What follows belongs to an exercise in optimizing a design on an open flow for small area and a short achievable clock period; a production flow would make more cautious choices. Function was checked by simulation only, so behaviour that the tests miss may differ from the original. Power figures rest on the tool's default switching activity, not on a simulated workload.

--- flow/design.v ---
module TMDS_Encoder #(
    parameter SYNC = 0               
) (
    input  wire       PixelClk,
    output reg  [9:0] pDataOutRaw,
    input  wire [7:0] pDataOut,
    input  wire       pC0,
    input  wire       pC1,
    input  wire       pVde,          
    input  wire       pVde_1,        
    input  wire       pVde_2         
);
wire [7:0] d = pDataOut;
wire a1 = d[1] | d[2] | d[3];
wire a2 = (d[1] & d[2]) | (d[1] & d[3]) | (d[2] & d[3]);
wire a3 = d[1] & d[2] & d[3];
wire b1 = d[4] | d[5] | d[6] | d[7];
wire b2 = ((d[4] | d[5]) & (d[6] | d[7])) | (d[4] & d[5]) | (d[6] & d[7]);
wire b3 = ((d[4] & d[5]) & (d[6] | d[7])) | ((d[6] & d[7]) & (d[4] | d[5]));
wire b4 = d[4] & d[5] & d[6] & d[7];
wire sel = b4 | (a1 & b3) | (a2 & b2) | (a3 & b1);
wire x12 = d[1] ^ d[2];
wire x34 = d[3] ^ d[4];
wire x56 = d[5] ^ d[6];
wire p2  = d[0] ^ x12;
wire p4  = p2 ^ x34;
wire p6  = p2 ^ (x34 ^ x56);
reg [3:0] pe_1;      
reg [3:0] nz_1;      
reg       sel_1;
wire [3:0] nz = ~({d[7], d[5], d[3], d[1]} ^ {4{sel}});
always @(posedge PixelClk) begin
    sel_1     <= sel;
    pe_1[3:2] <= {p6, p4};
    nz_1      <= nz;
    if (SYNC && !pVde) pe_1[1:0] <= {pC1, pC0};
    else               pe_1[1:0] <= {p2, d[0]};
end
wire [3:0] nz2 = nz_1;
wire [3:0] neg = nz2 & pe_1;
wire       m0  = ^nz2;
wire       m1  = (nz2[0] & nz2[1]) ^ (nz2[2] & nz2[3]) ^ ((nz2[0] ^ nz2[1]) & (nz2[2] ^ nz2[3]));
wire       m2  = &nz2;
wire [2:0] n   = neg[0] + neg[1] + neg[2] + neg[3];
wire [2:0] xh  = {1'b0, m2, m1} - n;
wire [3:0] X   = {xh, m0};
wire [7:0] q1;
genvar gk;
generate
    for (gk = 0; gk < 4; gk = gk + 1) begin : qm
        assign q1[2*gk]   = pe_1[gk];
        assign q1[2*gk+1] = ~(pe_1[gk] ^ nz_1[gk]);
    end
endgenerate
reg [7:0] q_2;
reg       sel_2;
reg [3:0] X_2;
always @(posedge PixelClk) begin
    sel_2   <= sel_1;
    X_2     <= X;
    q_2[0]  <= q1[0];
    q_2[7:2] <= q1[7:2];
    if (SYNC && !pVde_1) q_2[1] <= pe_1[1];    
    else                 q_2[1] <= q1[1];
end
reg  [3:0] c_3;
wire       q8  = ~sel_2;
wire       z   = (c_3 == 4'd0) || (X_2 == 4'd0);
wire       inv = z ? sel_2 : (c_3[3] ^ X_2[3]);
wire [3:0] s1  = c_3 + X_2 + {3'b000, q8};
wire [3:0] s0  = c_3 + ~X_2 + {3'b000, q8};
wire [9:0] tok  = {~(q_2[1] ^ q_2[0]), ~q_2[0], {8'b01010100 ^ {8{q_2[0]}}}};
wire [9:0] tok0 = 10'b1101010100;
always @(posedge PixelClk) begin
    c_3 <= pVde_2 ? (inv ? s1 : s0) : 4'd0;
    if (pVde_2)
        pDataOutRaw <= {inv, q8, q_2 ^ {8{inv}}};
    else
        pDataOutRaw <= SYNC ? tok : tok0;
end
endmodule
module rgb2dvi (
    input  wire        PixelClk,
    input  wire [23:0] vid_pData,
    input  wire        vid_pVDE,
    input  wire        vid_pHSync,
    input  wire        vid_pVSync,
    output wire [9:0]  pDataOutRaw0,    
    output wire [9:0]  pDataOutRaw1,    
    output wire [9:0]  pDataOutRaw2     
);
reg pVde_1, pVde_2;
always @(posedge PixelClk) begin
    pVde_1 <= vid_pVDE;
    pVde_2 <= pVde_1;
end
TMDS_Encoder #(.SYNC(1)) DataEncoder0 (
    .PixelClk(PixelClk), .pDataOutRaw(pDataOutRaw0),
    .pDataOut(vid_pData[15:8]), .pC0(vid_pHSync), .pC1(vid_pVSync),
    .pVde(vid_pVDE), .pVde_1(pVde_1), .pVde_2(pVde_2));
TMDS_Encoder #(.SYNC(0)) DataEncoder1 (
    .PixelClk(PixelClk), .pDataOutRaw(pDataOutRaw1),
    .pDataOut(vid_pData[7:0]), .pC0(1'b0), .pC1(1'b0),
    .pVde(vid_pVDE), .pVde_1(pVde_1), .pVde_2(pVde_2));
TMDS_Encoder #(.SYNC(0)) DataEncoder2 (
    .PixelClk(PixelClk), .pDataOutRaw(pDataOutRaw2),
    .pDataOut(vid_pData[23:16]), .pC0(1'b0), .pC1(1'b0),
    .pVde(vid_pVDE), .pVde_1(pVde_1), .pVde_2(pVde_2));
endmodule
--- flow/flow/run.sh ---
#!/bin/bash
# Standard layout (the standard.sh) with these ORFS settings on top:
#  ADDER_MAP_FILE= : no adder cells in synthesis, ABC maps the adders as plain gates
#  ABC_AREA=1 with a copy of ORFS's scripts whose abc_area.script is flow/abc.script
#  BUFFER_PORTS_ARGS : the smallest buffer on each port
set -e
SD=$PWD/scripts_abc
rm -rf "$SD"
cp -r "$FLOW_HOME/scripts" "$SD"
cp flow/abc.script "$SD/abc_area.script"
bash standard.sh SCRIPTS_DIR="$SD" ADDER_MAP_FILE= ABC_AREA=1 "BUFFER_PORTS_ARGS=-buffer_cell sky130_fd_sc_hd__buf_1" > standard.log 2>&1
--- flow/config.mk ---
export PLATFORM = sky130hd
export DESIGN_NAME = rgb2dvi
export DESIGN_NICKNAME = rgb2dvi
export VERILOG_FILES = /design/flow/design.v
export SDC_FILE = /design/flow/constraint.sdc
export NUM_CORES = 4
export LEC_CHECK = 0
export CAP_MARGIN = 20
export CORE_MARGIN = 2
export CORE_UTILIZATION = 60
export SLEW_MARGIN = 20
--- flow/flow/abc.script ---
strash
&get -n
&st
&syn2
&b -d
&dch -f
&nf
&put
buffer -c
topo
stime -c
upsize -c
dnsize -c
--- flow/constraint.sdc ---
create_clock -name core_clock -period 4.0 [get_ports {PixelClk}]
set_input_delay 0.8000 -clock core_clock [delete_from_list [all_inputs] [get_ports {PixelClk}]]
set_output_delay 0.8000 -clock core_clock [all_outputs]
set_load 0.01 [all_outputs]
--- flow/standard.sh ---
#!/bin/bash
# synth_recipe.tcl (not shown) runs the flow's synth.tcl, then flattens the netlist and writes it again
# the make line also repeats each setting of config.mk as NAME=value (left out here)
make -C /OpenROAD-flow-scripts/flow DESIGN_CONFIG=/design/flow/config.mk WORK_HOME=/design/flow/orfs CLKGATE_MAP_FILE= SYNTH_SCRIPT=/design/flow/synth_recipe.tcl "${@:-finish}"
==> flow_metrics.py, run 1 <==
metrics = {
    "status": {
        "status": "complete, no violations",
    },
    "global_routing": {
        "met2_usage_pct": 35.0,
        "gr-usage-all-layers_pct": 19.3,
        "antenna_found_initial": 0,
        "grt_pass1_wl_um": 12700,
        "use_met3_pct": 5.26,
        "use_met1_pct": 21.8,
        "grt_pass1_vias": 2936,
        "busiest_layer": "met2",
        "grt_overflow_total": 0,
        "grt_max_degree": 30,
    },
    "placement": {
        "pre_cts_ws_ps": 1770,
        "io_buffers": 57,
        "gp_congestion": 0.855,
        "hpwl_um": 5560,
        "placed_cell_area_sq_um": 4770,
    },
    "critical_path": {
        "slowest_stage": "o21ai_2",
        "rr_endpoint": "DataEncoder1.c_3[2]$_SDFF_PN0_",
        "r2r_start": "DataEncoder1.c_3[0]$_SDFF_PN0_",
        "cp-startpoint": "DataEncoder1.c_3[0]$_SDFF_PN0_",
        "critPathMaxStageDelay_ps": 580,
        "cp-start-kind": "flop",
        "worst_ep_required_time_ps": 4300,
        "critical_path_class": "flop to flop",
        "crit_arrival_ps": 2310,
        "crit_fanout": 13,
        "end_kind": "flop",
        "critPathTopFamily": "compound AO/OA/AOI/OAI gates",
        "worstRegToRegCells": 6,
        "rrSetupSlack_ps": 1990,
        "crit_chain": "nor4_1 > nor2_1 > o21ai_2 > mux2i_1 > o21ai_0 > a21oi_1",
        "crit_buf_inv": 0,
    },
    "routing": {
        "vias": 3172,
        "vias_per_cell": 5.08,
        "drt_wl_total_um": 7560,
        "route.detailed.wl_per_inst_um": 12.1,
        "drt-initial-drc-count": 88,
        "drc_errors": 0,
        "first_pass_iters": 4,
        "ant_nets": 0,
    },
    "worst_hold_path": {
        "worstHoldPathCells": 0,
        "whs_endpoint": "DataEncoder0.sel_2$_DFF_P_",
        "hold_path.class": "flop to flop",
        "hold_start": "DataEncoder0.sel_1$_DFF_P_",
    },
    "die": {
        "die_x_um": 90.5,
        "die_y_um": 90.5,
        "floorplan.initialDensity_pct": 61.9,
        "core_sq_um": 7250,
        "die_area_sq_um": 8190,
        "rows": 31,
        "ios": 58,
    },
    "pwr": {
        "p_per_area_nw_per_um2": 869,
        "peakVddDrop_mv": 0.397,
        "power_leakage_nw": 1.95,
    },
    "logic_synthesis": {
        "ys.warnings.count": 3,
        "avgSynthCellArea_sq_um": 9.70,
        "ys.flop_type": "dfxtp_1",
        "yosys.area_share.simple_pct": 13.6,
        "synthMuxAreaShare_pct": 1.25,
        "synth_seq_area_share_pct": 49.1,
        "netlist_instances": 463,
        "synth_top_family_by_area": "XOR/XNOR gates",
        "synth_adder_area_share_pct": 1.56,
        "synth_compound_area_share_pct": 11.8,
        "synth_cell_type_count": 46,
        "ys_async_sr_fraction_pct": 0,
        "synth-edff-count": 0,
        "syn_area_sq_um": 4490,
        "synthXorXnorAreaFrac_pct": 20.9,
        "ys_seq_elements": 110,
        "syn-num-nets": 491,
    },
    "sta": {
        "setup_violations": 0,
        "fmax_mhz": 498,
        "tns_ps": 0,
        "hold_viol": 0,
        "period_minus_slack_ps": 2010,
        "tightest_slew_ps": 735,
        "layout_setup_ws_ps": 1990,
        "rsz0062_at_grt": "false",
        "drv_slew": 0,
        "max_slew_margin_pct": 51.0,
        "period_share_pct": 50.2,
        "finClkSkew_ps": 6.95,
    },
    "layout": {
        "diodes": 0,
        "syn_to_final_growth_pct": 11.7,
        "final_cell_mix": "110 x dfxtp_1, 62 x nand2_1, 61 x xnor2_1, 57 x buf_1, 46 x xor2_1",
        "final_common_cell": "dfxtp_1",
        "drive_gt1_share_pct": 5.33,
        "final_area_sq_um": 5010,
        "final_net_count": 549,
    },
    "clocking": {
        "post_cts_buffers": 0,
        "clock_tree.root_cell": "clkbuf_8",
        "htree_levels": 3,
        "post_cts_resized": 0,
        "clk_path_buf_depth": 2,
        "numClockSinks": 110,
        "postCtsHoldBufs": 0,
        "clock_latency_ps": 370,
        "cts_tree": "done",
        "clk_pin_slew_ps": 100,
        "cts_buffers": 9,
    },
    "run": {
        "drv_cap": 0,
    },
}
==> state kept, by name, indices dropped and copies added, names as in the netlist, 8 cells and up <==
register and flops:
DataEncoder1.pDataOutRaw 10, DataEncoder0.q_2 8, DataEncoder1.q_2 8, DataEncoder0.pDataOutRaw 10
DataEncoder2.q_2 8, DataEncoder2.pDataOutRaw 10
==> cells in the mapped netlist, types with 3 or more instances <==
master | instances | area, sq um
o21ai_0 | 13 | 65.1
dfxtp_1 | 110 | 2200
o22ai_1 | 5 | 31.3
nor2_1 | 38 | 143
nor3_1 | 5 | 25.0
nor4_1 | 5 | 31.3
inv_1 | 7 | 26.3
clkbuf_1 | 5 | 18.8
o21ai_1 | 3 | 15.0
nand2b_1 | 3 | 18.8
nor2b_1 | 10 | 62.6
a22oi_1 | 3 | 22.5
xor2_1 | 46 | 403
nand2_1 | 62 | 233
xnor2_1 | 61 | 534
o21a_1 | 3 | 22.5
mux2i_1 | 3 | 30.0
a21oi_1 | 18 | 90.1
o311ai_0 | 3 | 26.3
o211ai_1 | 4 | 30.0
a31oi_1 | 8 | 50.1
buf_2 | 3 | 15.0
maj3_1 | 7 | 70.1
or2_2 | 4 | 25.0
==> worst reg2reg max path, delay by kind of cell (launching register included) <==
kind	cells	cell delay (ps)
AOI/OAI and AO/OA	3	810
and+or+nand+nor	2	430
DFF	1	390
muxes	1	320
==> routing by layer <==
layer  part of all wire (%)  up-vias
met4                   0.93        0
met1                     44     1437
met3                    3.7        6
met5                      0        -
met2                     51       63
li1                       -     1666
==> cells by family (layout without fill, tap and decap cells) <==
family,after synthesis,after routing
buf+inv,18,80
mux,5,5
flops,110,110
xor+xnor,107,107
compound gates,80,80
simple gates,136,136
fa+ha+maj,7,7
==> final cells by class <==
type | instances | area, sq um
clock buffer | 9 | 124
clock inverter | 6 | 116
fill | 611 | 2240
inverter | 7 | 26.3
multi-input combinational | 335 | 2200
sequential | 110 | 2200
tap | 99 | 124
timing repair buffer | 58 | 221
==> stage by stage <==
stage	util [%]	instances	hold slack, ps	power, mW
2_1_floorplan	-	463	310	3.30
3_3_place_gp	65.8	609	337	3.54
3_5_place_dp	65.8	609	332	3.61
4_1_cts	69.1	624	353	4.41
5_1_grt	69.1	624	355	4.70
6_report	69.1	624	353	4.36
==> how the worst max path moves through the flow <==
stage | to | slack, ps | depth (start not counted)
6_report | DataEncoder1.c_3[2]$_SDFF_PN0_ | 1990 | 6
5_1_grt | DataEncoder1.c_3[2]$_SDFF_PN0_ | 1720 | 6
4_1_cts | DataEncoder2.c_3[2]$_SDFF_PN0_ | 1960 | 6
3_5_place_dp | DataEncoder1.nz_1[1]$_DFF_P_ | 1770 | 7
3_3_place_gp | DataEncoder0.nz_1[1]$_DFF_P_ | 1880 | 7
2_1_floorplan | DataEncoder0.nz_1[0]$_DFF_P_ | 2080 | 6
==> report_power, final <==
part / leakage, nW / internal (mW) / switching (mW)
sequential: 0.925 / 1.48 / 0.281
combinational: 0.904 / 0.847 / 0.970
clock: 0.120 / 0.418 / 0.358
==> run 2: changes to the inputs <==
--- a/flow/config.mk
+++ b/flow/config.mk
@@ -9,3 +9,4 @@
 export CORE_MARGIN = 2
 export CORE_UTILIZATION = 60
+export SETUP_SLACK_MARGIN = 2.3
 export SLEW_MARGIN = 20
==> run 2 against run 1 <==
Net effect: still clean; clock power fell by 6.7%; power increased by 9.6%; combinational power grew 21%; area after synthesis is the same; sequential power is 5% higher; cell count rose by 1.8%.
==> flow_metrics.py, run 2 <==
metrics = {
    "die": {
        "rows": 31,
        "ios": 58,
        "core_sq_um": 7250,
        "floorplan.initialDensity_pct": 61.9,
        "die_y_um": 90.5,
        "die_x_um": 90.5,
        "die_area_sq_um": 8190,
    },
    "sta": {
        "layout_setup_ws_ps": 2310,
        "fmax_mhz": 592,
        "hold_viol": 0,
        "whs_ps": 336,
        "period_minus_slack_ps": 1690,
        "max_slew_margin_pct": 61.0,
        "rsz0062_at_grt": "true",
        "finClkSkew_ps": 8.37,
        "drv_slew": 0,
        "tns_ps": 0,
        "tightest_slew_ps": 584,
        "setup_violations": 0,
        "period_share_pct": 42.2,
    },
    "pwr": {
        "peakVddDrop_mv": 0.391,
        "power_frac_seq_pct": 38.6,
        "p_comb_share_pct": 46.2,
        "p_sw_share_pct": 37.1,
        "p_total_mw": 4.78,
        "power_leakage_nw": 2.11,
        "internal_power_mw": 3.00,
        "p_per_area_nw_per_um2": 883,
        "p_clk_share_pct": 15.2,
        "p_switching_mw": 1.77,
    },
    "placement": {
        "gp_congestion": 0.849,
        "pre_cts_ws_ps": 1840,
        "hpwl_um": 5520,
        "dp.cells": 609,
        "placed_cell_area_sq_um": 4780,
        "io_buffers": 57,
    },
    "global_routing": {
        "use_met1_pct": 21.5,
        "use_met3_pct": 5.01,
        "grt_pass1_wl_um": 13000,
        "gr-usage-all-layers_pct": 19.2,
        "met2_usage_pct": 35.6,
        "busiest_layer": "met2",
        "grt_overflow_total": 0,
        "antenna_found_initial": 0,
        "grt_pass1_vias": 3014,
        "grt_max_degree": 29,
    },
    "routing": {
        "route.detailed.wl_per_inst_um": 12.7,
        "first_pass_iters": 4,
        "drc_errors": 0,
        "drt_wl_total_um": 8070,
        "drt-initial-drc-count": 108,
        "ant_nets": 0,
        "vias": 3300,
        "vias_per_cell": 5.20,
    },
    "layout": {
        "post-route-util_pct": 74.6,
        "fill_cells": 542,
        "final_net_count": 559,
        "final-instance-count-excl-fill": 635,
        "regArea_sq_um": 2220,
        "syn_to_final_growth_pct": 20.5,
        "multiInputGateArea_sq_um": 2430,
        "final_common_cell": "dfxtp_1",
        "diodes": 0,
        "drive_gt1_share_pct": 18.3,
        "final_area_sq_um": 5410,
        "final_cell_mix": "94 x dfxtp_1, 62 x nand2_1, 55 x xnor2_1, 47 x buf_1, 41 x xor2_1",
        "top_regs": "DataEncoder0.pDataOutRaw: 10 flops, DataEncoder1.pDataOutRaw: 10 flops, DataEncoder2.pDataOutRaw: 10 flops",
    },
    "run": {
        "drv_cap": 0,
    },
    "logic_synthesis": {
        "synth_top_area_cell": "dfxtp_1",
        "synth.most_common_cell": "dfxtp_1",
        "synth_cell_type_count": 46,
        "ys_async_sr_fraction_pct": 0,
        "ys.warnings.count": 3,
        "synth_seq_area_share_pct": 49.1,
        "ys_seq_elements": 110,
        "synth_common_cells": "110 x dfxtp_1, 62 x nand2_1, 61 x xnor2_1",
        "netlist_instances": 463,
        "syn-num-nets": 491,
        "synthTopCellsByArea": "dfxtp_1 49%, xnor2_1 12%, xor2_1 9.0%, nand2_1 5.2%, nor2_1 3.2%",
        "ys.flop_type": "dfxtp_1",
        "avgSynthCellArea_sq_um": 9.70,
        "synth-edff-count": 0,
        "synth_top_area_share_pct": 49.1,
        "syn_area_sq_um": 4490,
    },
    "critical_path": {
        "crit_fanout": 5,
        "worst_ep_required_time_ps": 4290,
        "cp-start-kind": "input port",
        "end_kind": "flop",
        "worstRegToRegCells": 5,
        "critical_path_class": "input port to flop",
        "crit_arrival_ps": 1980,
    },
    "clocking": {
        "clock_latency_ps": 360,
        "htree_levels": 3,
        "clk_pin_slew_ps": 100,
        "clk_path_buf_depth": 2,
        "clock_tree.root_cell": "clkbuf_8",
        "cts_buffers": 9,
        "numClockSinks": 110,
        "postCtsHoldBufs": 0,
        "cts_tree": "done",
    },
    "worst_hold_path": {
        "hold_path.class": "flop to flop",
        "worstHoldPathCells": 0,
    },
    "status": {
        "status": "complete, no violations",
    },
}
run 2: cell counts after synthesis:
Identical to the previous run, type by type.
run 2: repair_timing:
action / 4_1_cts / 5_1_grt
buffers inserted: 8 / 2
setup endpoints to repair: 37 / 51
pin swaps: 6 / 15
resized for setup: 16 / 70
run 2: metal layers:
metal,routed length [um],up-vias
met5,0,-
met4,147,0
met3,290,11
met2,4390,64
met1,3240,1539
li1,-,1686
run 2: kinds of logic after synthesis:
group | Yosys count | synth area share (%)
xor+xnor | 107 | 20.9
buf+inv | 18 | 1.92
mux | 5 | 1.25
simple gates | 136 | 13.6
flops | 110 | 49.1
fa+ha+maj | 7 | 1.56
compound gates | 80 | 11.8
run 2: power by group through the flow:
stage | Sequential, mW | Clock [mW] | Combinational (mW)
floorplan | 1.78 | 0 | 1.52
CTS | 1.76 | 0.740 | 2.03
global placement | 1.78 | 0 | 1.76
finish | 1.84 | 0.724 | 2.21
detailed placement | 1.79 | 0 | 1.82
global route | 1.89 | 0.790 | 2.43
run 2: critical path: stages:
cell     delay, ps
buf_8          100
maj3_2         300
o21ai_1         90
a22oi_1        110
a31oi_1        190
o21a_2         220
xor2_1         160
run 2: layout make-up:
| type | count | area share [%] |
|---|---|---|
| well taps | 99 | 2.29 |
| inverters | 7 | 0.486 |
| clock buffers | 10 | 2.54 |
| clock inverters | 6 | 1.71 |
| flip-flops and latches | 110 | 41.1 |
| multi-input cells | 335 | 44.8 |
| repair buffers | 68 | 7.05 |
run 2: final timing paths:
kind                               endpoint  slack, ps                         from
max            DataEncoder2.nz_1[1]$_DFF_P_       2310                vid_pData[18]
min              DataEncoder2.sel_2$_DFF_P_        340   DataEncoder2.sel_1$_DFF_P_
max reg2reg  DataEncoder1.c_3[3]$_SDFF_PN0_       2340  DataEncoder1.X_2[1]$_DFF_P_
min reg2reg      DataEncoder2.sel_2$_DFF_P_        340   DataEncoder2.sel_1$_DFF_P_
==> run 3: changes to the inputs <==
==> flow/flow/abc.script (replaced) <==
strash
&get -n
&st
&dc2
&b -d
&dch -f
&nf -R 1000
&put
buffer -c
topo
stime -c
upsize -c
dnsize -c
==> run 3 against run 2 <==
Net effect: sequential share of layout area is 0.33 points higher; still clean on timing, DRC and antenna; area after synthesis is 1.0% higher; clock skew is 4.9 ps higher; final area is 0.53% higher; cell count is 3.0% higher; non-clock buffer count is 11 higher; register-to-register slack worse by 20 ps; clock-buffer cell count stayed put; die area is 0.99% higher; clock power is 18% lower.
==> flow_metrics.py, run 3 <==
metrics = {
    "status": {
        "status": "complete, no violations",
    },
    "sta": {
        "period_minus_slack_ps": 1680,
        "tightest_slew_ps": 631,
        "max_slew_margin_pct": 57.8,
        "fmax_mhz": 594,
        "setup_violations": 0,
        "period_share_pct": 42.1,
        "finClkSkew_ps": 13.3,
        "whs_ps": 331,
        "rsz0062_at_grt": "true",
        "hold_viol": 0,
        "drv_slew": 0,
        "tns_ps": 0,
    },
    "logic_synthesis": {
        "ys_async_sr_fraction_pct": 0,
        "synth_cell_type_count": 42,
        "synth_seq_area_share_pct": 48.6,
        "synth_top_area_share_pct": 48.6,
        "synth-edff-count": 0,
        "netlist_instances": 470,
        "syn_area_sq_um": 4540,
        "ys.flop_type": "dfxtp_1",
        "ys.warnings.count": 3,
        "ys_seq_elements": 110,
        "avgSynthCellArea_sq_um": 9.65,
        "synth_top_area_cell": "dfxtp_1",
        "synth.most_common_cell": "dfxtp_1",
        "synth_common_cells": "110 x dfxtp_1, 47 x a21oi_1, 44 x xnor2_1, 44 x xor2_1, 40 x nand2_1",
        "synthTopCellsByArea": "dfxtp_1 49%, xnor2_1 8.5%, xor2_1 8.5%, a21oi_1 5.2%, o21ai_0 3.6%",
        "syn-num-nets": 498,
    },
    "worst_hold_path": {
        "hold_path.class": "flop to flop",
        "whs_endpoint": "DataEncoder1.sel_2$_DFF_P_",
        "hold_start": "DataEncoder1.sel_1$_DFF_P_",
        "worstHoldPathCells": 0,
    },
    "clocking": {
        "htree_levels": 3,
        "cts_buffers": 9,
        "clk_path_buf_depth": 2,
        "cts_tree": "done",
        "numClockSinks": 110,
        "clock_latency_ps": 370,
        "postCtsHoldBufs": 0,
        "clock_tree.root_cell": "clkbuf_8",
        "clk_pin_slew_ps": 100,
    },
    "critical_path": {
        "cp-startpoint": "DataEncoder0.c_3[3]$_SDFF_PN0_",
        "critical_path_class": "flop to flop",
        "critPathTopFamily": "simple AND/OR/NAND/NOR gates",
        "crit_arrival_ps": 1990,
        "rrSetupSlack_ps": 2320,
        "crit_fanout": 4,
        "r2r_start": "DataEncoder0.c_3[3]$_SDFF_PN0_",
        "cp-start-kind": "flop",
        "worst_ep_required_time_ps": 4310,
        "crit_buf_inv": 1,
        "worstRegToRegCells": 8,
        "end_kind": "flop",
        "crit_chain": "nor4_4 > nor2_4 > mux2i_4 > buf_4 > nor2_1 > a21oi_1 > o21ai_0 > a21oi_1",
        "cp_common_cell": "a21oi_1",
        "rr_endpoint": "DataEncoder0.c_3[1]$_SDFF_PN0_",
        "critPathMaxStageDelay_ps": 360,
        "slowest_stage": "dfxtp_1",
    },
    "global_routing": {
        "grt_max_degree": 44,
        "grt_pass1_vias": 2892,
        "gr-usage-all-layers_pct": 18.5,
        "antenna_found_initial": 0,
        "grt_overflow_total": 0,
        "grt_pass1_wl_um": 12300,
    },
    "layout": {
        "final_common_cell": "dfxtp_1",
        "final_area_sq_um": 5440,
        "drive_gt1_share_pct": 21.6,
        "final_cell_mix": "84 x dfxtp_1, 55 x buf_1, 43 x xor2_1, 43 x a21oi_1, 41 x xnor2_1",
        "final_net_count": 578,
        "syn_to_final_growth_pct": 19.9,
        "top_regs": "DataEncoder0.pDataOutRaw: 10 flops, DataEncoder1.pDataOutRaw: 10 flops, DataEncoder2.pDataOutRaw: 10 flops",
        "diodes": 0,
    },
    "die": {
        "die_area_sq_um": 8270,
        "floorplan.initialDensity_pct": 62.2,
        "die_x_um": 90.9,
        "die_y_um": 90.9,
        "rows": 31,
        "ios": 58,
        "core_sq_um": 7290,
    },
    "routing": {
        "ant_nets": 0,
        "drt_wl_total_um": 7940,
        "drt-initial-drc-count": 94,
        "vias": 3329,
        "first_pass_iters": 4,
        "drc_errors": 0,
        "route.detailed.wl_per_inst_um": 12.1,
        "vias_per_cell": 5.09,
    },
    "pwr": {
        "power_leakage_nw": 2.20,
        "peakVddDrop_mv": 0.389,
        "p_per_area_nw_per_um2": 855,
    },
    "placement": {
        "placed_cell_area_sq_um": 4860,
        "hpwl_um": 5360,
        "io_buffers": 57,
        "gp_congestion": 0.840,
    },
    "run": {
        "drv_cap": 0,
    },
}
run 3: routing by layer:
| layer | GRT usage (%) | wire, um | part of all wire [%] | vias up |
|---|---|---|---|---|
| met1 | 21.8 | 3490 | 44 | 1497 |
| met5 | 0 | 0 | 0 | - |
| li1 | - | - | - | 1736 |
| met3 | 3.24 | 243 | 3.1 | 14 |
| met2 | 32.0 | 4030 | 51 | 82 |
| met4 | 9.85 | 173 | 2.2 | 0 |
run 3: how the worst max path moves through the flow:
stage / endpoint / slack [ps] / cells past startpoint
final: DataEncoder0.c_3[1]$_SDFF_PN0_ / 2320 / 8
after global routing: DataEncoder1.c_3[2]$_SDFF_PN0_ / 2210 / 8
after CTS: DataEncoder0.c_3[1]$_SDFF_PN0_ / 2310 / 8
after detailed placement: DataEncoder2.nz_1[0]$_DFF_P_ / 1970 / 7
after global placement: DataEncoder2.nz_1[3]$_DFF_P_ / 2030 / 7
after floorplan: DataEncoder2.nz_1[1]$_DFF_P_ / 2280 / 6
run 3: per-stage QoR:
stage / total power, mW / cells / setup slack, ps / util, %
floorplan: 3.23 / 470 / 2280 / -
detailed placement: 3.55 / 618 / 1970 / 66.7
CTS: 4.40 / 642 / 2310 / 71.1
global route: 4.97 / 654 / 2210 / 74.6
finish: 4.65 / 654 / 2320 / 74.6
global placement: 3.50 / 618 / 2030 / 66.7
run 3: area by class of cell:
| cell class | instances | area (sq um) |
|---|---|---|
| tap | 99 | 124 |
| fill | 544 | 1850 |
| clock inverter | 6 | 45.0 |
| sequential | 110 | 2250 |
| clock buffer | 10 | 128 |
| timing repair buffer | 79 | 402 |
| multi-input combinational | 321 | 2380 |
| inverter | 29 | 109 |
run 3: kinds of logic (layout without fill, tap and decap cells):
| family | count (synthesis) | count (layout) | synth area share [%] |
|---|---|---|---|
| DFF | 110 | 110 | 48.6 |
| AOI/OAI and AO/OA | 109 | 109 | 13.5 |
| xor gates and xnor gates | 95 | 95 | 19.5 |
| and+or+nand+nor | 94 | 94 | 9.35 |
| buffers and inverters | 40 | 124 | 3.89 |
| adders and majority gates | 15 | 15 | 3.50 |
| muxes | 7 | 8 | 1.66 |
run 3: power breakdown:
part           total, mW  leakage, nW  switching (mW)  internal [mW]
clock network      0.592       0.0793           0.362          0.230
registers           1.84        0.929           0.325           1.52
logic               2.22         1.20            1.13           1.09
run 3: timing repair:
item                                    CTS  global route
endpoints found under the hold margin     0             0
endpoints found under the setup margin   21            42
pin swaps                                 3            19
cloned                                    1             0
resized for setup                        14            59
setup buffers                             7            12
==> run 4: changes to the inputs <==
--- a/flow/config.mk
+++ b/flow/config.mk
@@ -9,4 +9,4 @@
 export CORE_MARGIN = 2
 export CORE_UTILIZATION = 60
-export SETUP_SLACK_MARGIN = 2.3
+export SETUP_SLACK_MARGIN = 2.2
 export SLEW_MARGIN = 20
==> run 4 against run 3 <==
Net effect: still clean on timing, DRC and antenna; clock power fell by 2%; power fell by 4.1%; cell count fell by 1.7%; final area fell by 3.5%; combinational power fell by 7%; non-clock buffer count fell by 10; clock skew rose by 5.0 ps; sequential power barely moved; register-to-register slack got worse by 50 ps; hold slack improved by 3.2 ps.
==> flow_metrics.py, run 4 <==
metrics = {
    "status": {
        "status": "complete, no violations",
    },
    "logic_synthesis": {
        "avgSynthCellArea_sq_um": 9.65,
        "synth_top_area_share_pct": 48.6,
        "synth.most_common_cell": "dfxtp_1",
        "synth_common_cells": "110 x dfxtp_1, 47 x a21oi_1, 44 x xnor2_1, 44 x xor2_1, 40 x nand2_1",
        "synth_top_family_by_area": "XOR/XNOR gates",
        "ys_async_sr_fraction_pct": 0,
        "yosys.area_share.simple_pct": 9.35,
        "synthXorXnorAreaFrac_pct": 19.5,
        "synth_adder_area_share_pct": 3.50,
        "syn-num-nets": 498,
        "synth_top_area_cell": "dfxtp_1",
        "synthTopCellsByArea": "dfxtp_1 49%, xnor2_1 8.5%, xor2_1 8.5%, a21oi_1 5.2%, o21ai_0 3.6%",
        "synth-edff-count": 0,
        "ys.warnings.count": 3,
        "synth_cell_type_count": 42,
        "synth_seq_area_share_pct": 48.6,
        "synthMuxAreaShare_pct": 1.66,
        "ys_seq_elements": 110,
        "synth_compound_area_share_pct": 13.5,
        "syn_area_sq_um": 4540,
        "netlist_instances": 470,
        "ys.flop_type": "dfxtp_1",
    },
    "pwr": {
        "p_per_area_nw_per_um2": 849,
        "power_frac_seq_pct": 40.8,
        "internal_power_mw": 2.71,
        "p_clk_share_pct": 13.0,
        "p_total_mw": 4.46,
        "peakVddDrop_mv": 0.386,
        "power_leakage_nw": 2.13,
        "p_sw_share_pct": 39.2,
        "p_comb_share_pct": 46.2,
        "p_switching_mw": 1.75,
    },
    "critical_path": {
        "slowest_stage": "nor4_4",
        "crit_arrival_ps": 1970,
        "crit_fanout": 5,
        "critPathTopFamily": "compound AO/OA/AOI/OAI gates",
        "rr_endpoint": "DataEncoder2.c_3[3]$_SDFF_PN0_",
        "worstRegToRegCells": 9,
        "critical_path_class": "flop to flop",
        "end_kind": "flop",
        "crit_chain": "nor4_4 > o21ai_2 > o31ai_4 > buf_6 > o21ai_0 > nor2_1 > a21oi_2 > o21ai_1 > a21oi_1",
        "rrSetupSlack_ps": 2270,
        "r2r_start": "DataEncoder2.X_2[1]$_DFF_P_",
        "worst_ep_required_time_ps": 4240,
        "cp-startpoint": "DataEncoder2.X_2[1]$_DFF_P_",
        "crit_buf_inv": 1,
        "cp-start-kind": "flop",
        "critPathMaxStageDelay_ps": 380,
    },
    "sta": {
        "tightest_slew_ps": 643,
        "finClkSkew_ps": 18.3,
        "hold_viol": 0,
        "period_share_pct": 43.2,
        "drv_slew": 0,
        "tns_ps": 0,
        "setup_violations": 0,
        "period_minus_slack_ps": 1730,
        "rsz0062_at_grt": "true",
        "whs_ps": 335,
        "max_slew_margin_pct": 57.0,
        "fmax_mhz": 578,
    },
    "layout": {
        "post-route-util_pct": 72.0,
        "final_common_cell": "dfxtp_1",
        "regArea_sq_um": 2220,
        "syn_to_final_growth_pct": 15.7,
        "drive_gt1_share_pct": 15.4,
        "multiInputGateArea_sq_um": 2310,
        "final_net_count": 567,
        "final-instance-count-excl-fill": 643,
        "top_regs": "DataEncoder0.pDataOutRaw: 10 flops, DataEncoder1.pDataOutRaw: 10 flops, DataEncoder2.pDataOutRaw: 10 flops",
        "fill_cells": 562,
        "final_cell_mix": "95 x dfxtp_1, 57 x buf_1, 45 x a21oi_1, 44 x xor2_1, 42 x xnor2_1",
        "diodes": 0,
    },
    "routing": {
        "vias_per_cell": 5.13,
        "drt-initial-drc-count": 115,
        "wl_met3_um": 226,
        "drc_errors": 0,
        "met1Wirelength_um": 3500,
        "drt_wl_total_um": 7850,
        "route.met2.wl_um": 3960,
        "first_pass_iters": 4,
        "route.detailed.wl_per_inst_um": 12.2,
        "vias": 3297,
        "routed.top_layer": "met4",
        "ant_nets": 0,
    },
    "clocking": {
        "clk_pin_slew_ps": 90,
        "clk_path_buf_depth": 2,
        "clock_latency_ps": 370,
        "numClockSinks": 110,
        "clock_tree.root_cell": "clkbuf_8",
        "cts_buffers": 9,
        "cts_tree": "done",
        "htree_levels": 3,
        "postCtsHoldBufs": 0,
    },
    "die": {
        "rows": 31,
        "floorplan.initialDensity_pct": 62.2,
        "die_y_um": 90.9,
        "ios": 58,
        "die_x_um": 90.9,
        "core_sq_um": 7290,
        "die_area_sq_um": 8270,
    },
    "worst_hold_path": {
        "worstHoldPathCells": 0,
        "hold_path.class": "flop to flop",
        "hold_start": "DataEncoder1.sel_1$_DFF_P_",
        "whs_endpoint": "DataEncoder1.sel_2$_DFF_P_",
    },
    "global_routing": {
        "grt_pass1_wl_um": 12500,
        "grt_overflow_total": 0,
        "antenna_found_initial": 0,
        "grt_max_degree": 44,
        "gr-usage-all-layers_pct": 18.7,
        "grt_pass1_vias": 2970,
    },
    "placement": {
        "gp_congestion": 0.818,
        "io_buffers": 57,
        "dp.cells": 618,
        "hpwl_um": 5530,
    },
    "run": {
        "drv_cap": 0,
    },
}
==> run 4: cell counts after synthesis <==
No cell type changed its count.
==> run 4: power by group through the flow <==
stage / Combinational (mW) / Clock, mW / Sequential [mW]
final: 2.06 / 0.579 / 1.82
after global routing: 2.28 / 0.631 / 1.87
after CTS: 1.89 / 0.591 / 1.76
after detailed placement: 1.78 / 0 / 1.78
after global placement: 1.73 / 0 / 1.77
after floorplan: 1.44 / 0 / 1.79
==> run 4: worst register-to-register path: stages, from the launching register on <==
cell and delay, ps:
dfxtp_2 360, nor4_4 380, o21ai_2 130, o31ai_4 110, buf_6 170, o21ai_0 70, nor2_1 160, a21oi_2 60
o21ai_1 130, a21oi_1 50
==> run 4: worst max path at each step <==
stage                     slack, ps  cells past startpoint                             end
after floorplan                2270                      6    DataEncoder2.nz_1[0]$_DFF_P_
after global placement         2040                      7    DataEncoder2.nz_1[3]$_DFF_P_
after detailed placement       1970                      7    DataEncoder2.nz_1[3]$_DFF_P_
after CTS                      2260                      7     DataEncoder2.X_2[3]$_DFF_P_
after global routing           2150                      9  DataEncoder2.c_3[3]$_SDFF_PN0_
final                          2270                      9  DataEncoder2.c_3[3]$_SDFF_PN0_
==> run 4: per-layer routing <==
| layer | vias up | track usage, % |
|---|---|---|
| met2 | 63 | 33.4 |
| met1 | 1512 | 21.7 |
| met3 | 18 | 3.24 |
| li1 | 1704 | - |
| met4 | 0 | 8.71 |
| met5 | - | 0 |
==> run 4: layout make-up <==
| type | count | share of cell area, % |
|---|---|---|
| clock inverter | 5 | 0.691 |
| tap | 99 | 2.36 |
| sequential | 110 | 42.4 |
| timing repair buffer | 69 | 5.94 |
| inverter | 29 | 2.07 |
| clock buffer | 11 | 2.50 |
| multi-input combinational | 320 | 44.1 |
==> run 4: cells by family (layout without fill, tap and decap cells) <==
kind of cell	Yosys count	after routing
adder cells (fa/ha/maj)	15	15
buffers and inverters	40	114
flip-flops	110	110
XOR/XNOR	95	95
AO/OA/AOI/OAI	109	109
AND/OR/NAND/NOR	94	94
multiplexers	7	7
==> run 4: timing repair <==
action | CTS | global route
resized for setup | 7 | 33
endpoints found under the setup margin | 12 | 28
pin swaps | 0 | 8
buffers inserted | 4 | 5
==> run 4: metrics by stage <==
stage	setup WS, ps	instance area, sq um
CTS	2260	5080
global route	2150	5250
floorplan	2270	4540
detailed placement	1970	4850
global placement	2040	4850
finish	2270	5250
==> run 5: changes to the inputs <==
==> flow/flow/abc.script (replaced) <==
strash
&get -n
&st
&syn2
&b -d
&dch -f
&nf -R 1000
&put
buffer -c
topo
stime -c
upsize -c
dnsize -c
==> run 5 against run 4 <==
Net effect: hold slack improved by 5.9 ps; critical endpoint is now DataEncoder1.c_3[2]$_SDFF_PN0_; setup slack got worse by 42 ps; global-route usage rose by 0.12 points; utilization fell by 2.0 points; sequential power fell by 2%; first-iteration DRC count fell by 1.7%; clock power rose by 7.6%; non-clock buffer count fell by 1; via count fell by 2.2%; register-to-register slack got worse by 40 ps; final area fell by 3.8%; combinational power fell by about 10%.
==> flow_metrics.py, run 5 <==
metrics = {
    "status": {
        "status": "complete, no violations",
    },
    "sta": {
        "setup_violations": 0,
        "whs_ps": 341,
        "tns_ps": 0,
        "drv_slew": 0,
        "rsz0062_at_grt": "false",
        "layout_setup_ws_ps": 2230,
        "hold_viol": 0,
        "fmax_mhz": 565,
        "max_slew_margin_pct": 72.1,
        "period_minus_slack_ps": 1770,
        "tightest_slew_ps": 419,
        "period_share_pct": 44.3,
        "finClkSkew_ps": 5.83,
    },
    "layout": {
        "syn_to_final_growth_pct": 14.1,
        "diodes": 0,
        "final-instance-count-excl-fill": 641,
        "final_cell_mix": "102 x dfxtp_1, 58 x xnor2_1, 57 x nand2_1, 51 x buf_1, 40 x a21oi_1",
        "multiInputGateArea_sq_um": 2120,
        "regArea_sq_um": 2210,
        "drive_gt1_share_pct": 12.0,
        "top_regs": "DataEncoder0.pDataOutRaw: 10 flops, DataEncoder1.pDataOutRaw: 10 flops, DataEncoder2.pDataOutRaw: 10 flops",
        "fill_cells": 606,
        "final_common_cell": "dfxtp_1",
        "final_area_sq_um": 5050,
        "final_net_count": 565,
    },
    "worst_hold_path": {
        "hold_path.class": "flop to flop",
    },
    "routing": {
        "first_pass_iters": 4,
        "drt_wl_total_um": 7650,
        "drt-initial-drc-count": 113,
        "route.detailed.wl_per_inst_um": 11.9,
        "vias_per_cell": 5.03,
        "vias": 3225,
        "drc_errors": 0,
        "ant_nets": 0,
    },
    "logic_synthesis": {
        "synth-edff-count": 0,
        "syn_area_sq_um": 4420,
        "synth_top_area_cell": "dfxtp_1",
        "ys_async_sr_fraction_pct": 0,
        "synth_top_area_share_pct": 49.8,
        "synth.most_common_cell": "dfxtp_1",
        "synth_seq_area_share_pct": 49.8,
        "synthTopCellsByArea": "dfxtp_1 50%, xnor2_1 11%, xor2_1 6.5%, nand2_1 4.8%, a21oi_1 4.5%",
        "ys.flop_type": "dfxtp_1",
        "ys.warnings.count": 3,
        "synth_cell_type_count": 37,
        "syn-num-nets": 498,
        "avgSynthCellArea_sq_um": 9.41,
        "ys_seq_elements": 110,
        "netlist_instances": 470,
        "synth_common_cells": "110 x dfxtp_1, 58 x xnor2_1, 57 x nand2_1",
    },
    "die": {
        "floorplan.initialDensity_pct": 61.3,
        "die_area_sq_um": 8070,
        "rows": 31,
        "die_x_um": 89.9,
        "die_y_um": 89.9,
        "ios": 58,
        "core_sq_um": 7210,
    },
    "clocking": {
        "cts_tree": "done",
        "clock_latency_ps": 370,
        "clk_path_buf_depth": 2,
        "clock_tree.root_cell": "clkbuf_8",
        "numClockSinks": 110,
        "cts_buffers": 9,
        "htree_levels": 3,
        "clk_pin_slew_ps": 100,
    },
    "placement": {
        "dp.cells": 617,
        "io_buffers": 57,
        "gp_congestion": 0.842,
        "hpwl_um": 5410,
        "pre_cts_ws_ps": 1800,
        "placed_cell_area_sq_um": 4720,
    },
    "run": {
        "drv_cap": 0,
    },
    "pwr": {
        "p_comb_share_pct": 43.6,
        "p_clk_share_pct": 14.7,
        "power_leakage_nw": 2.00,
        "p_switching_mw": 1.61,
        "p_sw_share_pct": 37.9,
        "p_per_area_nw_per_um2": 842,
        "peakVddDrop_mv": 0.506,
        "power_frac_seq_pct": 41.8,
        "internal_power_mw": 2.64,
    },
    "global_routing": {
        "grt_max_degree": 45,
        "grt_pass1_wl_um": 12300,
        "grt_overflow_total": 0,
        "grt_pass1_vias": 2915,
        "antenna_found_initial": 0,
        "gr-usage-all-layers_pct": 18.8,
    },
    "critical_path": {
        "cp-start-kind": "flop",
        "end_kind": "flop",
        "crit_fanout": 7,
        "crit_arrival_ps": 2070,
        "critical_path_class": "flop to flop",
        "worst_ep_required_time_ps": 4300,
        "rrSetupSlack_ps": 2230,
    },
}
==> run 5: changes by cell type after synthesis, moves of 4 or more <==
cell / previous run / this run
a31oi_1: 3 / 7
xnor2_1: 44 / 58
inv_1: 29 / 24
nor3_1: 1 / 5
maj3_2: 7 / 2
nand2_1: 40 / 57
a21oi_2: 4 / 0
a21oi_1: 47 / 40
o21ai_0: 33 / 37
xnor2_2: 5 / 0
xor2_1: 44 / 33
==> run 5: worst paths after layout <==
kind / to / cells after the start / startpoint
worst max-delay path: DataEncoder1.c_3[2]$_SDFF_PN0_ / 6 / DataEncoder1.c_3[1]$_SDFF_PN0_
worst min register to register: DataEncoder2.sel_2$_DFF_P_ / 0 / DataEncoder2.sel_1$_DFF_P_
worst min-delay path: DataEncoder2.sel_2$_DFF_P_ / 0 / DataEncoder2.sel_1$_DFF_P_
worst max register to register: DataEncoder1.c_3[2]$_SDFF_PN0_ / 6 / DataEncoder1.c_3[1]$_SDFF_PN0_
==> run 5: stage by stage <==
| step | total power, mW | utilization, % |
|---|---|---|
| final | 4.25 | 70.0 |
| after detailed placement | 3.42 | 65.4 |
| after floorplan | 3.11 | - |
| after global placement | 3.37 | 65.4 |
| after global routing | 4.57 | 70.0 |
| after CTS | 4.06 | 68.1 |
==> run 5: layout make-up <==
cell class | instances | area share (%)
repair buffers | 68 | 6.12
clock buffers | 9 | 2.45
well taps | 99 | 2.45
clock inverters | 7 | 1.34
inverters | 24 | 1.78
flip-flops and latches | 110 | 43.9
multi-input cells | 324 | 42.0
==> run 5: cell families after synthesis <==
kind of cell             after synthesis  share of synthesized area, %
AND/OR/NAND/NOR                      106                          10.3
multiplexers                           7                          1.73
flip-flops                           110                          49.8
XOR/XNOR                              91                          18.0
buffers and inverters                 36                          3.62
AO/OA/AOI/OAI                        110                          14.3
adder cells (fa/ha/maj)               10                          2.32
==> run 5: layer usage <==
| layer | track usage [%] | up-vias | wire length (um) |
|---|---|---|---|
| met5 | 0 | - | 0 |
| met4 | 11.3 | 0 | 218 |
| met3 | 3.69 | 17 | 211 |
| met2 | 30.9 | 51 | 3710 |
| met1 | 22.9 | 1449 | 3520 |
| li1 | - | 1708 | - |
==> run 5: what timing repair did <==
action,4_1_cts,5_1_grt
gates resized for setup,1,30
buffers inserted,0,7
pin swaps,0,3
setup endpoints to repair,10,29
cloned,0,1
hold buffers,0,0
==> run 5: power by group through the flow <==
| stage | combinational (mW) | clock (mW) | sequential [mW] |
|---|---|---|---|
| 2_1_floorplan | 1.33 | 0 | 1.78 |
| 3_3_place_gp | 1.60 | 0 | 1.77 |
| 3_5_place_dp | 1.65 | 0 | 1.78 |
| 4_1_cts | 1.67 | 0.643 | 1.75 |
| 5_1_grt | 2.06 | 0.689 | 1.82 |
| 6_report | 1.85 | 0.623 | 1.78 |
==> run 5: worst max-delay path, cell delays in order, from the launching register on <==
cell     delay, ps
dfxtp_1        370
nor4_2         350
nor2_2         100
mux2i_4        290
mux2i_1        270
o21ai_0        130
a21oi_1        180
==> run 6: changes to the inputs <==
==> flow/flow/abc.script (replaced) <==
strash
&get -n
&st
&syn2
&b -d
&dch -f
&nf
&put
buffer -c
topo
stime -c
upsize -c
dnsize -c
==> run 6 against run 5 <==
Net effect: clock skew grew 9.8 ps; utilization increased by 0.26 points; area after synthesis increased by 1.5%; hold slack better by 1.6 ps; combinational power is 8% higher; critical endpoint is now DataEncoder1.nz_1[3]$_DFF_P_; maximum frequency increased by 4.3%; register-to-register slack gained 90 ps; power grew 3.6%.
==> flow_metrics.py, run 6 <==
metrics = {
    "status": {
        "status": "complete, no violations",
    },
    "placement": {
        "gp_congestion": 0.842,
        "hpwl_um": 5430,
        "placed_cell_area_sq_um": 4780,
        "pre_cts_ws_ps": 1810,
        "io_buffers": 57,
    },
    "layout": {
        "final_cell_mix": "107 x dfxtp_1, 62 x nand2_1, 60 x xnor2_1, 51 x buf_1, 46 x xor2_1",
        "final_common_cell": "dfxtp_1",
        "final_net_count": 556,
        "final_area_sq_um": 5090,
        "top_regs": "DataEncoder0.pDataOutRaw: 10 flops, DataEncoder1.pDataOutRaw: 10 flops, DataEncoder2.pDataOutRaw: 10 flops",
        "diodes": 0,
        "drive_gt1_share_pct": 10.7,
        "fill_cells": 589,
        "post-route-util_pct": 70.2,
        "syn_to_final_growth_pct": 13.5,
    },
    "critical_path": {
        "crit_arrival_ps": 1960,
        "critPathMaxStageDelay_ps": 260,
        "critical_path_class": "input port to flop",
        "end_kind": "flop",
        "slowest_stage": "o21a_2",
        "crit_fanout": 5,
        "cp-start-kind": "input port",
        "worst_ep_required_time_ps": 4260,
        "crit_chain": "buf_1 > maj3_2 > o21ai_1 > a22oi_1 > a31oi_1 > o21a_2 > xor2_1",
    },
    "routing": {
        "drc_errors": 0,
        "drt_wl_total_um": 7400,
        "vias_per_cell": 5.14,
        "vias": 3247,
        "drt-initial-drc-count": 121,
        "ant_nets": 0,
        "first_pass_iters": 4,
        "route.detailed.wl_per_inst_um": 11.7,
    },
    "clocking": {
        "cts_tree": "done",
        "cts_buffers": 9,
        "htree_levels": 3,
        "clock_tree.root_cell": "clkbuf_8",
        "clock_latency_ps": 370,
        "numClockSinks": 110,
        "clk_pin_slew_ps": 110,
        "postCtsHoldBufs": 0,
        "clk_path_buf_depth": 2,
    },
    "logic_synthesis": {
        "synth_compound_area_share_pct": 11.8,
        "ys.flop_type": "dfxtp_1",
        "ys_async_sr_fraction_pct": 0,
        "synthTopCellsByArea": "dfxtp_1 49%, xnor2_1 12%, xor2_1 9.0%, nand2_1 5.2%, nor2_1 3.2%",
        "syn-num-nets": 491,
        "synth_top_area_share_pct": 49.1,
        "synth.most_common_cell": "dfxtp_1",
        "synth-edff-count": 0,
        "netlist_instances": 463,
        "yosys.area_share.simple_pct": 13.6,
        "synth_seq_area_share_pct": 49.1,
        "synth_cell_type_count": 46,
        "ys.warnings.count": 3,
        "synth_top_area_cell": "dfxtp_1",
        "synth_common_cells": "110 x dfxtp_1, 62 x nand2_1, 61 x xnor2_1",
        "ys_seq_elements": 110,
        "synthXorXnorAreaFrac_pct": 20.9,
        "syn_area_sq_um": 4490,
        "synth_top_family_by_area": "XOR/XNOR gates",
        "synth_adder_area_share_pct": 1.56,
        "avgSynthCellArea_sq_um": 9.70,
        "synthMuxAreaShare_pct": 1.25,
    },
    "die": {
        "ios": 58,
        "die_area_sq_um": 8190,
        "die_y_um": 90.5,
        "core_sq_um": 7250,
        "floorplan.initialDensity_pct": 61.9,
        "die_x_um": 90.5,
        "rows": 31,
    },
    "sta": {
        "max_slew_margin_pct": 60.0,
        "period_share_pct": 42.5,
        "hold_viol": 0,
        "layout_setup_ws_ps": 2300,
        "period_minus_slack_ps": 1700,
        "tns_ps": 0,
        "setup_violations": 0,
        "drv_slew": 0,
        "finClkSkew_ps": 15.6,
        "fmax_mhz": 589,
        "tightest_slew_ps": 599,
        "whs_ps": 342,
        "rsz0062_at_grt": "true",
    },
    "pwr": {
        "power_frac_seq_pct": 40.3,
        "p_clk_share_pct": 14.2,
        "peakVddDrop_mv": 0.344,
        "power_leakage_nw": 1.99,
        "p_per_area_nw_per_um2": 864,
        "p_comb_share_pct": 45.4,
        "internal_power_mw": 2.74,
        "p_switching_mw": 1.66,
        "p_sw_share_pct": 37.8,
    },
    "global_routing": {
        "grt_pass1_wl_um": 12200,
        "gr-usage-all-layers_pct": 18.4,
        "grt_max_degree": 30,
        "grt_pass1_vias": 2873,
        "grt_overflow_total": 0,
        "antenna_found_initial": 0,
    },
    "worst_hold_path": {
        "hold_path.class": "flop to flop",
    },
    "run": {
        "drv_cap": 0,
    },
}
-- run 6: kinds of logic after synthesis --
group | count (synthesis)
adder cells (fa/ha/maj) | 7
XOR/XNOR | 107
multiplexers | 5
buffers and inverters | 18
flip-flops | 110
AND/OR/NAND/NOR | 136
AO/OA/AOI/OAI | 80
-- run 6: power by group through the flow --
| stage | Combinational, mW | Sequential [mW] | Clock [mW] |
|---|---|---|---|
| CTS | 1.95 | 1.76 | 0.643 |
| detailed placement | 1.81 | 1.79 | 0 |
| floorplan | 1.52 | 1.78 | 0 |
| global placement | 1.76 | 1.78 | 0 |
| global route | 2.23 | 1.83 | 0.686 |
| finish | 2.00 | 1.78 | 0.626 |
-- run 6: worst max-delay path, delay by kind of cell --
kind,cells,cell delay [ps]
compound gates,4,600
xor+xnor,1,170
fa+ha+maj,1,220
buf+inv,1,160
-- run 6: area by class of cell --
class / instances / area (sq um) / area share [%]
Clock inverter: 6 / 52.6 / 1.03
Inverter: 7 / 26.3 / 0.516
Clock buffer: 10 / 138 / 2.70
Tap cell: 99 / 124 / 2.43
Sequential cell: 110 / 2210 / 43.3
Timing Repair Buffer: 65 / 294 / 5.77
Multi-Input combinational cell: 335 / 2250 / 44.3
-- run 6: final timing paths --
| path | from | end | slack (ps) | cells after the start |
|---|---|---|---|---|
| min reg2reg | DataEncoder0.sel_1$_DFF_P_ | DataEncoder0.sel_2$_DFF_P_ | 340 | 0 |
| max | vid_pData[2] | DataEncoder1.nz_1[3]$_DFF_P_ | 2300 | 7 |
| max reg2reg | DataEncoder2.c_3[1]$_SDFF_PN0_ | DataEncoder2.pDataOutRaw[3]$_SDFF_PN0_ | 2320 | 6 |
| min | DataEncoder0.sel_1$_DFF_P_ | DataEncoder0.sel_2$_DFF_P_ | 340 | 0 |
-- run 6: timing repair --
action | in CTS | in global routing
resized for setup | 3 | 14
pin swaps | 2 | 0
buffers inserted | 4 | 3
endpoints found under the setup margin | 19 | 24
-- run 6: stage by stage --
stage	instances	total power, mW
floorplan	463	3.30
global placement	609	3.54
detailed placement	609	3.60
CTS	629	4.35
global route	632	4.74
finish	632	4.40
-- run 6: per-layer routing --
metal	GRT usage, %	wire, um	vias up
met5	0	0	-
met4	9.62	142	0
met3	3.84	292	10
met2	32.3	3730	66
met1	21.0	3240	1482
li1	-	-	1689
==> run 7: changes to the inputs <==
==> flow/flow/abc.script (replaced) <==
strash
&get -n
&st
&syn2
&b
&dch -f
&nf
&put
buffer -c
topo
stime -c
upsize -c
dnsize -c
==> run 7 against run 6 <==
Net effect: utilization increased by 1.1 points; largest cell class unchanged; synthesized cell count increased by 1.3%; clock-buffer cell count unchanged; flip-flop and latch count unchanged; hold slack got worse by 6.2 ps; area after synthesis increased by 0.25%; register-to-register slack got worse by 130 ps; sequential share of layout area decreased by 0.57 points; still clean on timing, DRC and antenna; clock power increased by 16%; clock skew decreased by 10 ps; setup slack got worse by 110 ps.
==> flow_metrics.py, run 7 <==
metrics = {
    "sta": {
        "setup_violations": 0,
        "finClkSkew_ps": 5.41,
        "period_minus_slack_ps": 1810,
        "tightest_slew_ps": 529,
        "period_share_pct": 45.3,
        "fmax_mhz": 552,
        "rsz0062_at_grt": "true",
        "hold_viol": 0,
        "max_slew_margin_pct": 64.7,
        "tns_ps": 0,
        "drv_slew": 0,
    },
    "placement": {
        "hpwl_um": 5520,
        "gp_congestion": 0.810,
        "dp.cells": 610,
        "io_buffers": 57,
    },
    "die": {
        "rows": 31,
        "die_area_sq_um": 8210,
        "die_y_um": 90.6,
        "die_x_um": 90.6,
        "core_sq_um": 7250,
        "ios": 58,
        "floorplan.initialDensity_pct": 62.0,
    },
    "global_routing": {
        "grt_overflow_total": 0,
        "gr-usage-all-layers_pct": 19.9,
        "antenna_found_initial": 0,
        "grt_pass1_wl_um": 13200,
        "grt_max_degree": 30,
        "grt_pass1_vias": 3015,
    },
    "layout": {
        "final_net_count": 561,
        "fill_cells": 576,
        "final_common_cell": "dfxtp_1",
        "diodes": 0,
        "syn_to_final_growth_pct": 14.9,
        "final-instance-count-excl-fill": 637,
        "final_cell_mix": "106 x dfxtp_1, 66 x nand2_1, 59 x xnor2_1, 51 x buf_1, 45 x xor2_1",
        "top_regs": "DataEncoder0.pDataOutRaw: 10 flops, DataEncoder1.pDataOutRaw: 10 flops, DataEncoder2.pDataOutRaw: 10 flops",
        "drive_gt1_share_pct": 11.3,
    },
    "critical_path": {
        "end_kind": "flop",
        "critical_path_class": "flop to flop",
        "worst_ep_required_time_ps": 4290,
        "slowest_stage": "nor4_2",
        "crit_fanout": 6,
        "cp-startpoint": "DataEncoder0.c_3[2]$_SDFF_PN0_",
        "critPathMaxStageDelay_ps": 380,
        "r2r_start": "DataEncoder0.c_3[2]$_SDFF_PN0_",
        "crit_arrival_ps": 2100,
        "cp-start-kind": "flop",
        "crit_chain": "nor4_2 > nor2_2 > mux2i_4 > mux2i_1 > o21ai_0 > a21oi_1",
    },
    "logic_synthesis": {
        "avgSynthCellArea_sq_um": 9.60,
        "synth.most_common_cell": "dfxtp_1",
        "synth-edff-count": 0,
        "syn_area_sq_um": 4500,
        "synth_seq_area_share_pct": 48.9,
        "ys_seq_elements": 110,
        "ys.warnings.count": 3,
        "netlist_instances": 469,
        "synth_top_area_share_pct": 48.9,
        "synthTopCellsByArea": "dfxtp_1 49%, xnor2_1 12%, xor2_1 8.8%, nand2_1 5.5%, nor2_1 2.5%",
        "ys.flop_type": "dfxtp_1",
        "syn-num-nets": 497,
        "ys_async_sr_fraction_pct": 0,
        "synth_common_cells": "110 x dfxtp_1, 66 x nand2_1, 60 x xnor2_1",
        "synth_cell_type_count": 46,
        "synth_top_area_cell": "dfxtp_1",
    },
    "clocking": {
        "cts_tree": "done",
        "cts_buffers": 9,
        "clock_latency_ps": 360,
        "numClockSinks": 110,
        "clk_pin_slew_ps": 100,
        "clock_tree.root_cell": "clkbuf_8",
        "clk_path_buf_depth": 2,
        "htree_levels": 3,
    },
    "routing": {
        "drt-initial-drc-count": 71,
        "first_pass_iters": 6,
        "vias_per_cell": 5.16,
        "ant_nets": 0,
        "vias": 3285,
        "route.detailed.wl_per_inst_um": 12.6,
        "drc_errors": 0,
        "drt_wl_total_um": 8010,
    },
    "run": {
        "drv_cap": 0,
    },
    "pwr": {
        "p_per_area_nw_per_um2": 887,
        "power_leakage_nw": 2.04,
        "peakVddDrop_mv": 0.490,
    },
    "status": {
        "status": "complete, no violations",
    },
    "worst_hold_path": {
        "hold_start": "DataEncoder0.sel_1$_DFF_P_",
        "hold_path.class": "flop to flop",
    },
}
run 7: changes by cell type in the layout (fill, tap and decap cells not counted), sizes merged, moves of 3 or more:
| cell | before | now |
|---|---|---|
| nand2b | 3 | 6 |
| nor2b | 10 | 7 |
| nand3 | 0 | 3 |
| buf | 60 | 63 |
| nor2 | 38 | 30 |
| nand2 | 62 | 66 |
run 7: worst paths after layout:
kind | end | slack (ps) | depth (start not counted)
hold reg to reg | DataEncoder0.sel_2$_DFF_P_ | 340 | 0
hold / removal | DataEncoder0.sel_2$_DFF_P_ | 340 | 0
setup / recovery | DataEncoder0.c_3[3]$_SDFF_PN0_ | 2190 | 6
setup reg to reg | DataEncoder0.c_3[3]$_SDFF_PN0_ | 2190 | 6
run 7: where the power goes:
part	switching (mW)	total [mW]	internal [mW]	leakage, nW
registers	0.311	1.80	1.49	0.926
logic	1.05	2.06	1.01	1.00
clock network	0.359	0.726	0.367	0.108
run 7: cells by family after synthesis:
group | share of synthesized area [%]
DFF | 48.9
and+or+nand+nor | 13.8
muxes | 1.45
AOI/OAI and AO/OA | 11.4
xor gates and xnor gates | 20.4
buffers and inverters | 2.59
adders and majority gates | 1.33
run 7: per-layer routing:
layer / routed length, um / global-route usage (%) / vias up
met1: 3590 / 23.3 / 1498
met4: 199 / 10.8 / 0
met3: 248 / 3.34 / 16
met2: 3970 / 34.7 / 64
met5: 0 / 0 / -
li1: - / - / 1707
run 7: cell type report:
type,instances,area [sq um],area share (%)
multi-input combinational,335,2270,44.0
sequential,110,2210,42.7
timing repair buffer,69,312,6.02
clock buffer,10,138,2.66
tap,99,124,2.40
clock inverter,6,85.1,1.65
inverter,8,30.0,0.581
run 7: what timing repair did:
| action | in CTS | in global routing |
|---|---|---|
| pin swaps | 2 | 1 |
| gates resized for setup | 3 | 22 |
| buffers inserted | 9 | 2 |
| hold buffers | 0 | 0 |
| setup endpoints to repair | 35 | 42 |
run 7: worst max-delay path, delay by kind of cell, from the launching register on:
| kind | cells | cell delay, ps |
|---|---|---|
| multiplexers | 2 | 530 |
| AND/OR/NAND/NOR | 2 | 510 |
| flip-flops | 1 | 370 |
| AO/OA/AOI/OAI | 2 | 330 |
run 7: per-stage QoR:
step / hold WS (ps) / total power, mW / util [%] / instance area [sq um] / setup WS, ps
final: 336 / 4.59 / 71.3 / 5170 / 2190
after global placement: 310 / 3.52 / 65.7 / 4770 / 1910
after CTS: 337 / 4.48 / 70.1 / 5080 / 2250
after global routing: 347 / 4.93 / 71.3 / 5170 / 2110
after floorplan: 310 / 3.26 / - / 4510 / 2220
after detailed placement: 315 / 3.57 / 65.7 / 4770 / 1860
==> run 8: changes to the inputs <==
==> flow/flow/abc.script (replaced) <==
strash
&get -n
&st
&syn2
&b -d
&dch -f
&nf
&put
buffer -c
topo
stime -c
upsize -c
dnsize -c
--- a/flow/config.mk
+++ b/flow/config.mk
@@ -8,5 +8,5 @@
 export CAP_MARGIN = 20
 export CORE_MARGIN = 2
-export CORE_UTILIZATION = 60
+export CORE_UTILIZATION = 70
 export SETUP_SLACK_MARGIN = 2.2
 export SLEW_MARGIN = 20
==> run 8 against run 7 <==
Net effect: routed wire length down 2.2%; power down 0.94%; cell count down 4.6%; clock power is 3.7% lower; sequential share of layout area increased by 0.53 points; utilization rose by 9.9 points; setup slack gained 82 ps; still clean on timing, DRC and antenna; combinational power about the same; maximum frequency is 4.7% higher; global-route usage is 2.6 points higher; clock skew up 5.3 ps.
==> flow_metrics.py, run 8 <==
metrics = {
    "clocking": {
        "clock_tree.root_cell": "clkbuf_8",
        "clk_path_buf_depth": 2,
        "numClockSinks": 110,
        "cts_buffers": 9,
        "htree_levels": 3,
        "cts_tree": "done",
        "clock_latency_ps": 360,
        "clk_pin_slew_ps": 90,
    },
    "die": {
        "die_x_um": 84.1,
        "die_y_um": 84.1,
        "ios": 58,
        "core_sq_um": 6280,
        "floorplan.initialDensity_pct": 71.5,
        "die_area_sq_um": 7070,
        "rows": 29,
    },
    "critical_path": {
        "critPathMaxStageDelay_ps": 260,
        "crit_fanout": 5,
        "cp-startpoint": "vid_pData[10]",
        "crit_chain": "buf_1 > maj3_2 > o21ai_1 > a22oi_1 > a31oi_1 > o21a_2 > xor2_1",
        "critical_path_class": "input port to flop",
        "worst_ep_required_time_ps": 4240,
        "slowest_stage": "o21a_2",
        "crit_buf_inv": 1,
        "r2r_start": "DataEncoder0.X_2[2]$_DFF_P_",
        "crit_arrival_ps": 1970,
        "cp-start-kind": "input port",
        "end_kind": "flop",
        "critPathTopFamily": "compound AO/OA/AOI/OAI gates",
    },
    "global_routing": {
        "grt_max_degree": 29,
        "grt_pass1_wl_um": 13000,
        "grt_overflow_total": 0,
        "antenna_found_initial": 0,
        "gr-usage-all-layers_pct": 22.5,
        "grt_pass1_vias": 3134,
    },
    "layout": {
        "final_common_cell": "dfxtp_1",
        "final_cell_mix": "107 x dfxtp_1, 62 x nand2_1, 61 x xnor2_1, 51 x buf_1, 45 x xor2_1",
        "final_area_sq_um": 5100,
        "diodes": 0,
        "final_net_count": 555,
        "syn_to_final_growth_pct": 13.6,
        "top_regs": "DataEncoder0.pDataOutRaw: 10 flops, DataEncoder1.pDataOutRaw: 10 flops, DataEncoder2.pDataOutRaw: 10 flops",
        "regArea_sq_um": 2210,
        "multiInputGateArea_sq_um": 2260,
        "drive_gt1_share_pct": 9.79,
        "fill_cells": 416,
    },
    "worst_hold_path": {
        "hold_start": "DataEncoder1.sel_1$_DFF_P_",
        "hold_path.class": "flop to flop",
    },
    "run": {
        "drv_cap": 0,
    },
    "sta": {
        "max_slew_margin_pct": 61.2,
        "tns_ps": 0,
        "drv_slew": 0,
        "tightest_slew_ps": 581,
        "hold_viol": 0,
        "whs_ps": 336,
        "layout_setup_ws_ps": 2270,
        "setup_violations": 0,
        "period_minus_slack_ps": 1730,
        "period_share_pct": 43.3,
        "rsz0062_at_grt": "false",
        "fmax_mhz": 578,
        "finClkSkew_ps": 10.7,
    },
    "routing": {
        "vias_per_cell": 5.39,
        "route.detailed.wl_per_inst_um": 12.9,
        "drt_wl_total_um": 7830,
        "first_pass_iters": 6,
        "routed.top_layer": "met4",
        "wl_met3_um": 267,
        "vias": 3279,
        "met1Wirelength_um": 3320,
        "route.met2.wl_um": 4120,
        "drc_errors": 0,
        "ant_nets": 0,
        "drt-initial-drc-count": 151,
    },
    "logic_synthesis": {
        "synth_seq_area_share_pct": 49.1,
        "ys.warnings.count": 3,
        "ys.flop_type": "dfxtp_1",
        "synth_top_area_cell": "dfxtp_1",
        "synth.most_common_cell": "dfxtp_1",
        "ys_async_sr_fraction_pct": 0,
        "netlist_instances": 463,
        "synth_top_area_share_pct": 49.1,
        "synthTopCellsByArea": "dfxtp_1 49%, xnor2_1 12%, xor2_1 9.0%, nand2_1 5.2%, nor2_1 3.2%",
        "ys_seq_elements": 110,
        "syn_area_sq_um": 4490,
        "synth-edff-count": 0,
        "syn-num-nets": 491,
        "synth_cell_type_count": 46,
        "avgSynthCellArea_sq_um": 9.70,
        "synth_common_cells": "110 x dfxtp_1, 62 x nand2_1, 61 x xnor2_1",
    },
    "placement": {
        "gp_congestion": 0.828,
        "pre_cts_ws_ps": 1830,
        "placed_cell_area_sq_um": 4750,
        "io_buffers": 57,
        "hpwl_um": 5460,
    },
    "pwr": {
        "p_total_mw": 4.54,
        "peakVddDrop_mv": 0.766,
        "p_per_area_nw_per_um2": 891,
        "power_leakage_nw": 2.00,
    },
    "status": {
        "status": "complete, no violations",
    },
}
[run 8: cell count changes after synthesis, moves of 3 or more]
cell      change
nor2b_1       +3
nand2_1       -4
clkbuf_2      -5
nor2_1        +8
o21ai_0       -3
nand3_1       -3
nand2b_1      -3
[run 8: final timing paths]
path	depth (start not counted)	endpoint	slack (ps)
worst min register to register	0	DataEncoder1.sel_2$_DFF_P_	340
worst max-delay path	7	DataEncoder0.nz_1[3]$_DFF_P_	2270
worst min-delay path	0	DataEncoder1.sel_2$_DFF_P_	340
worst max register to register	6	DataEncoder0.c_3[2]$_SDFF_PN0_	2290
[run 8: timing repair]
| item | in CTS | in global routing |
|---|---|---|
| gates resized for setup | 2 | 15 |
| setup buffers | 3 | 3 |
| setup endpoints to repair | 11 | 25 |
| hold endpoints to repair | 0 | 0 |
| hold buffers | 0 | 0 |
| pin swaps | 2 | 0 |
[run 8: worst reg2reg max path, stage by stage, from the launching register on]
cell	delay [ps]
dfxtp_1	370
nor4_4	350
nor2_1	110
mux2_4	370
mux2i_2	170
o21ai_0	180
a21oi_1	60
[run 8: metrics by stage]
step	util [%]	cells
global route	81.2	608
global placement	75.7	587
CTS	79.9	605
detailed placement	75.7	587
finish	81.2	608
floorplan	-	463
[run 8: routing by layer]
| metal | up-vias | GRT usage (%) |
|---|---|---|
| li1 | 1675 | - |
| met1 | 1516 | 25.2 |
| met2 | 76 | 41.2 |
| met3 | 12 | 5.84 |
| met4 | 0 | 7.48 |
| met5 | - | 0 |
[run 8: final cells by class]
type                    count  share of cell area, %
clock buffers              12                   2.85
repair buffers             64                   5.87
multi-input cells         335                   44.3
flip-flops and latches    110                   43.3
inverters                   7                  0.515
clock inverters             3                   1.35
well taps                  77                   1.89
[run 8: logic make-up (layout without fill, tap and decap cells)]
family	Yosys count	after routing	synth area share, %
buf+inv	18	86	1.92
compound gates	80	80	11.8
simple gates	136	136	13.6
flops	110	110	49.1
xor+xnor	107	107	20.9
mux	5	5	1.25
fa+ha+maj	7	7	1.56
[run 8: power by group]
part / leakage [nW] / total [mW] / switching (mW) / internal (mW)
Clock: 0.107 / 0.699 / 0.331 / 0.368
Sequential: 0.925 / 1.78 / 0.295 / 1.49
Combinational: 0.970 / 2.06 / 1.04 / 1.02
Total: 2.00 / 4.54 / 1.67 / 2.87

Check on run 8: ideal ports give 2.269 ns setup slack; a clkbuf_16 on the clock port and buf_2 on the inputs give 2.276 ns; moving port delays by the midpoint clock arrival (0.382 ns) as well gives 1.894 ns.
